What follows belongs to an exercise in optimizing a design on an open flow for small area and a short achievable clock period; a production flow would make more cautious choices. Only simulation tests tie the RTL to the original design; equivalence was not proved. Power is estimated from default activity; no workload was simulated.

// mxu_pe
module mxu_pe #(
    parameter Y_INDEX = 0   
) (
    input wire clk,
    input wire rst_n,
    input wire load_phase,
    input wire [7:0] load_weight_target_y,
    input wire [7:0] load_weight,
    input wire [7:0] activation,
    input wire [23:0] partial_sum,
    output reg [23:0] result,
    output reg phase_out,
    output reg [7:0] load_weight_target_y_out,
    output reg [7:0] weight_out,
    output reg [7:0] activation_out_bw
);
  reg ld1, ld2;
  reg [7:0] ty1, ty2;
  reg [7:0] lw1, lw2;
  reg [7:0] act1, act2, act3, act4;
  reg two0_1, one1_1, two1_1;   
  reg one2_2, two2_2, one3_2, two3_2;   
  reg [23:0] ps1;
  reg [23:0] mac2;
  reg mac2_t;
  reg [7:0] w_cur, w_old, w_nx1, w_nx2;
  wire hit2 = ld2 && (ty2 == Y_INDEX);
  wire [12:0] lo1;
  wire t1;
  wire [23:0] x2 = {mac2[23:13], ~mac2[12], mac2[11:0]};
  wire [23:0] sum2;
  mxu_pe_mac_lo mac_lo (
      .w(w_cur),
      .one0(act1[0]),
      .two0(two0_1),
      .neg0(act1[1]),
      .one1(one1_1),
      .two1(two1_1),
      .neg1(act1[3]),
      .ps(ps1[12:0]),
      .lo(lo1),
      .t(t1)
  );
  mxu_pe_mac_hi mac_hi (
      .w(w_old),
      .one2(one2_2),
      .two2(two2_2),
      .neg2(act2[5]),
      .one3(one3_2),
      .two3(two3_2),
      .neg3(act2[7]),
  ...
Size: roughly 660 cells after synthesis, about 100 I/O pins.
==> flow/config.mk <==
export PLATFORM = sky130hd
export DESIGN_NAME = mxu_pe
export DESIGN_NICKNAME = mxu_pe
export VERILOG_FILES = /design/flow/design.v
export SDC_FILE = /design/flow/constraint.sdc
export NUM_CORES = 4
export LEC_CHECK = 0
export CAP_MARGIN = 20
export CORE_MARGIN = 2
export CORE_UTILIZATION = 60
export SETUP_SLACK_MARGIN = 3.6
export SLEW_MARGIN = 20
export SYNTH_HIERARCHICAL = 1
==> flow/constraint.sdc <==
create_clock -name core_clock -period 6.2 [get_ports {clk}]
set_input_delay 1.2400 -clock core_clock [delete_from_list [all_inputs] [get_ports {clk}]]
set_output_delay 1.2400 -clock core_clock [all_outputs]
set_load 0.01 [all_outputs]
standard.sh (not shown) runs the stock make flow with config.mk's settings and CLKGATE_MAP_FILE= SYNTH_SCRIPT=/design/flow/synth_recipe.tcl, a recipe that flattens the netlist after the stock synthesis.
==> flow/flow/run.sh <==
#!/bin/bash
# Standard ORFS layout with smaller port buffers, a clock tree without dummy loads, and
# useful skew between the two MAC pipeline stages (flow/skew.tcl, before global routing).
set -euo pipefail
export BUFFER_PORTS_ARGS="-buffer_cell sky130_fd_sc_hd__buf_1"
export CTS_ARGS="-sink_clustering_enable -sink_clustering_size 30 -sink_clustering_max_diameter 80 -repair_clock_nets -dont_use_dummy_load -buf_list {sky130_fd_sc_hd__clkbuf_16}"
bash standard.sh "PRE_GLOBAL_ROUTE_TCL=$PWD/flow/skew.tcl" finish > standard_flow.log 2>&1
==> flow/flow/skew.tcl <==
# Useful skew between the two MAC stages (registers with no path from an input or to an
# output only).  Runs before global routing, after clock tree synthesis.
#  - early: the stage-2 launch registers (w_old, act2 and the stage-2 Booth encodings) are
#    clocked by their own buffer straight from the clock port net, ahead of the tree leaves;
#  - late: the stage-1 adder's capture registers (mac2[12:0], mac2_t) are clocked by a buffer
#    hanging off a tree leaf, behind the other leaves.
# All registers with a path from an input port or to an output port stay on the tree leaves.
set block [ord::get_db_block]
set db [ord::get_db]

proc group_insts {block patterns} {
  set out {}
  foreach inst [$block getInsts] {
    set n [$inst getName]
    foreach p $patterns {
      if {[string match $p $n]} { lappend out $inst; break }
    }
  }
  return $out
}

proc centroid {insts} {
  set sx 0; set sy 0; set k 0
  foreach i $insts {
    set loc [$i getLocation]
    set sx [expr {$sx + [lindex $loc 0]}]
    set sy [expr {$sy + [lindex $loc 1]}]
    incr k
  }
  return [list [expr {$sx / $k}] [expr {$sy / $k}]]
}

proc add_clock_buffer {block db name master_name in_net insts} {
  set master [$db findMaster $master_name]
  set buf [odb::dbInst_create $block $master $name]
  set net [odb::dbNet_create $block "${name}_net"]
  $net setSigType CLOCK
  [$buf findITerm A] connect $in_net
  [$buf findITerm X] connect $net
  foreach i $insts {
    set it [$i findITerm CLK]
    $it disconnect
    $it connect $net
  }
  set c [centroid $insts]
  $buf setLocation [lindex $c 0] [lindex $c 1]
  $buf setPlacementStatus PLACED
  puts "skew: $name drives [llength $insts] registers from [$in_net getName]"
  return $buf
}

set early [group_insts $block {w_old* act2* one2_2* two2_2* one3_2* two3_2*}]
# mac2[23:13] only copy ps1[23:13]; the stage-1 adder results are mac2[12:0] and mac2_t
set late {}
foreach inst [$block getInsts] {
  set n [$inst getName]
  if {[regexp {^mac2\[([0-9]+)\]} $n -> bit] && $bit <= 12} { lappend late $inst }
  if {[string match {mac2_t*} $n]} { lappend late $inst }
}

# the net of the clock port
set clk_net [[$block findBTerm clk] getNet]
# a tree leaf net: the one now clocking the first late register
set leaf_net [[[lindex $late 0] findITerm CLK] getNet]

add_clock_buffer $block $db clkbuf_early sky130_fd_sc_hd__clkbuf_16 $clk_net $early
set late_buf [add_clock_buffer $block $db clkbuf_late sky130_fd_sc_hd__clkbuf_16 $leaf_net $late]
# one more buffer in front of it for extra delay
set pre_master [$db findMaster sky130_fd_sc_hd__clkbuf_2]
set pre [odb::dbInst_create $block $pre_master clkbuf_late_pre]
set pre_net [odb::dbNet_create $block clkbuf_late_pre_net]
$pre_net setSigType CLOCK
set a_it [$late_buf findITerm A]
$a_it disconnect
[$pre findITerm A] connect $leaf_net
[$pre findITerm X] connect $pre_net
$a_it connect $pre_net
set loc [$late_buf getLocation]
$pre setLocation [lindex $loc 0] [lindex $loc 1]
$pre setPlacementStatus PLACED

detailed_placement
check_placement
The first run produced a clean layout.
Edit:
--- a/flow/flow/skew.tcl
+++ b/flow/flow/skew.tcl
@@ -55,5 +55,5 @@
 foreach inst [$block getInsts] {
   set n [$inst getName]
-  if {[regexp {^mac2\[([0-9]+)\]} $n -> bit] && $bit <= 12} { lappend late $inst }
+  if {[regexp {^mac2\\?\[([0-9]+)\\?\]} $n -> bit] && $bit <= 12} { lappend late $inst }
   if {[string match {mac2_t*} $n]} { lappend late $inst }
 }
Result: The changed run went through all stages and came out clean. Utilization fell by 0.81 points. Synthesized cell count does not change. Non-clock buffer count fell by 8. Setup slack gains 0.18 ns. Area after synthesis is unchanged. Clock power rose by about 0.7%. Design area fell by 1.2%.
Edit:
--- a/flow/flow/skew.tcl
+++ b/flow/flow/skew.tcl
@@ -55,5 +55,5 @@
 foreach inst [$block getInsts] {
   set n [$inst getName]
-  if {[regexp {^mac2\\?\[([0-9]+)\\?\]} $n -> bit] && $bit <= 12} { lappend late $inst }
+  if {[regexp {^mac2\[([0-9]+)\]} $n -> bit] && $bit <= 12} { lappend late $inst }
   if {[string match {mac2_t*} $n]} { lappend late $inst }
 }
@@ -65,18 +65,5 @@
 
 add_clock_buffer $block $db clkbuf_early sky130_fd_sc_hd__clkbuf_16 $clk_net $early
-set late_buf [add_clock_buffer $block $db clkbuf_late sky130_fd_sc_hd__clkbuf_16 $leaf_net $late]
-# one more buffer in front of it for extra delay
-set pre_master [$db findMaster sky130_fd_sc_hd__clkbuf_2]
-set pre [odb::dbInst_create $block $pre_master clkbuf_late_pre]
-set pre_net [odb::dbNet_create $block clkbuf_late_pre_net]
-$pre_net setSigType CLOCK
-set a_it [$late_buf findITerm A]
-$a_it disconnect
-[$pre findITerm A] connect $leaf_net
-[$pre findITerm X] connect $pre_net
-$a_it connect $pre_net
-set loc [$late_buf getLocation]
-$pre setLocation [lindex $loc 0] [lindex $loc 1]
-$pre setPlacementStatus PLACED
+add_clock_buffer $block $db clkbuf_late sky130_fd_sc_hd__clkbuf_16 $leaf_net $late
 
 detailed_placement
What happened: The changed run went through all stages and came out clean. Die area is unchanged. Global-route usage fell by 0.10 points. Critical path depth rose by 4. Via count rose by 1.0%. Final area rose by 1.1%. Combinational power rose by about 2%. Non-clock buffer count rose by 7. Worst setup slack degrades by 0.17 ns. Utilization rose by 0.77 points. Total power hardly moves. Final cell count rose by 0.75%.

port drivers added, routing unchanged:
Ports are ideal in the flow. The routed layouts listed here were re-timed in OpenROAD. Step 1: set_driving_cell puts a clkbuf_16 on clk and a buf_2 on each other input, an assumption about the parent block. Step 2, shift: input delay + t, output delay - t, t = (earliest + latest rising clock arrival at the registers) / 2. This alone moves slack from input paths to output paths. Slacks: ideal / step 1 / step 2; pairs: ideal / step 1.
run | shift t [ns] | slack for setup (ns) | latest minus earliest clock arrival (ns) | worst slew at a driven data input, ns
the first run | 0.455 | 3.712 / 3.712 / 3.546 | 0.507 / 0.507 | 0.04
the second run | 0.493 | 3.888 / 3.888 / 3.503 | 0.586 / 0.586 | 0.04
the third run | 0.399 | 3.717 / 3.717 / 3.604 | 0.398 / 0.397 | 0.04
Clock arrivals are far apart in every run listed, so t is only a midpoint there and step 2 fits no single register. The setup slack of the second run, which loses most, moves by 0.000 ns with the drivers and by -0.385 ns with both steps. Setup slack includes reset recovery checks.
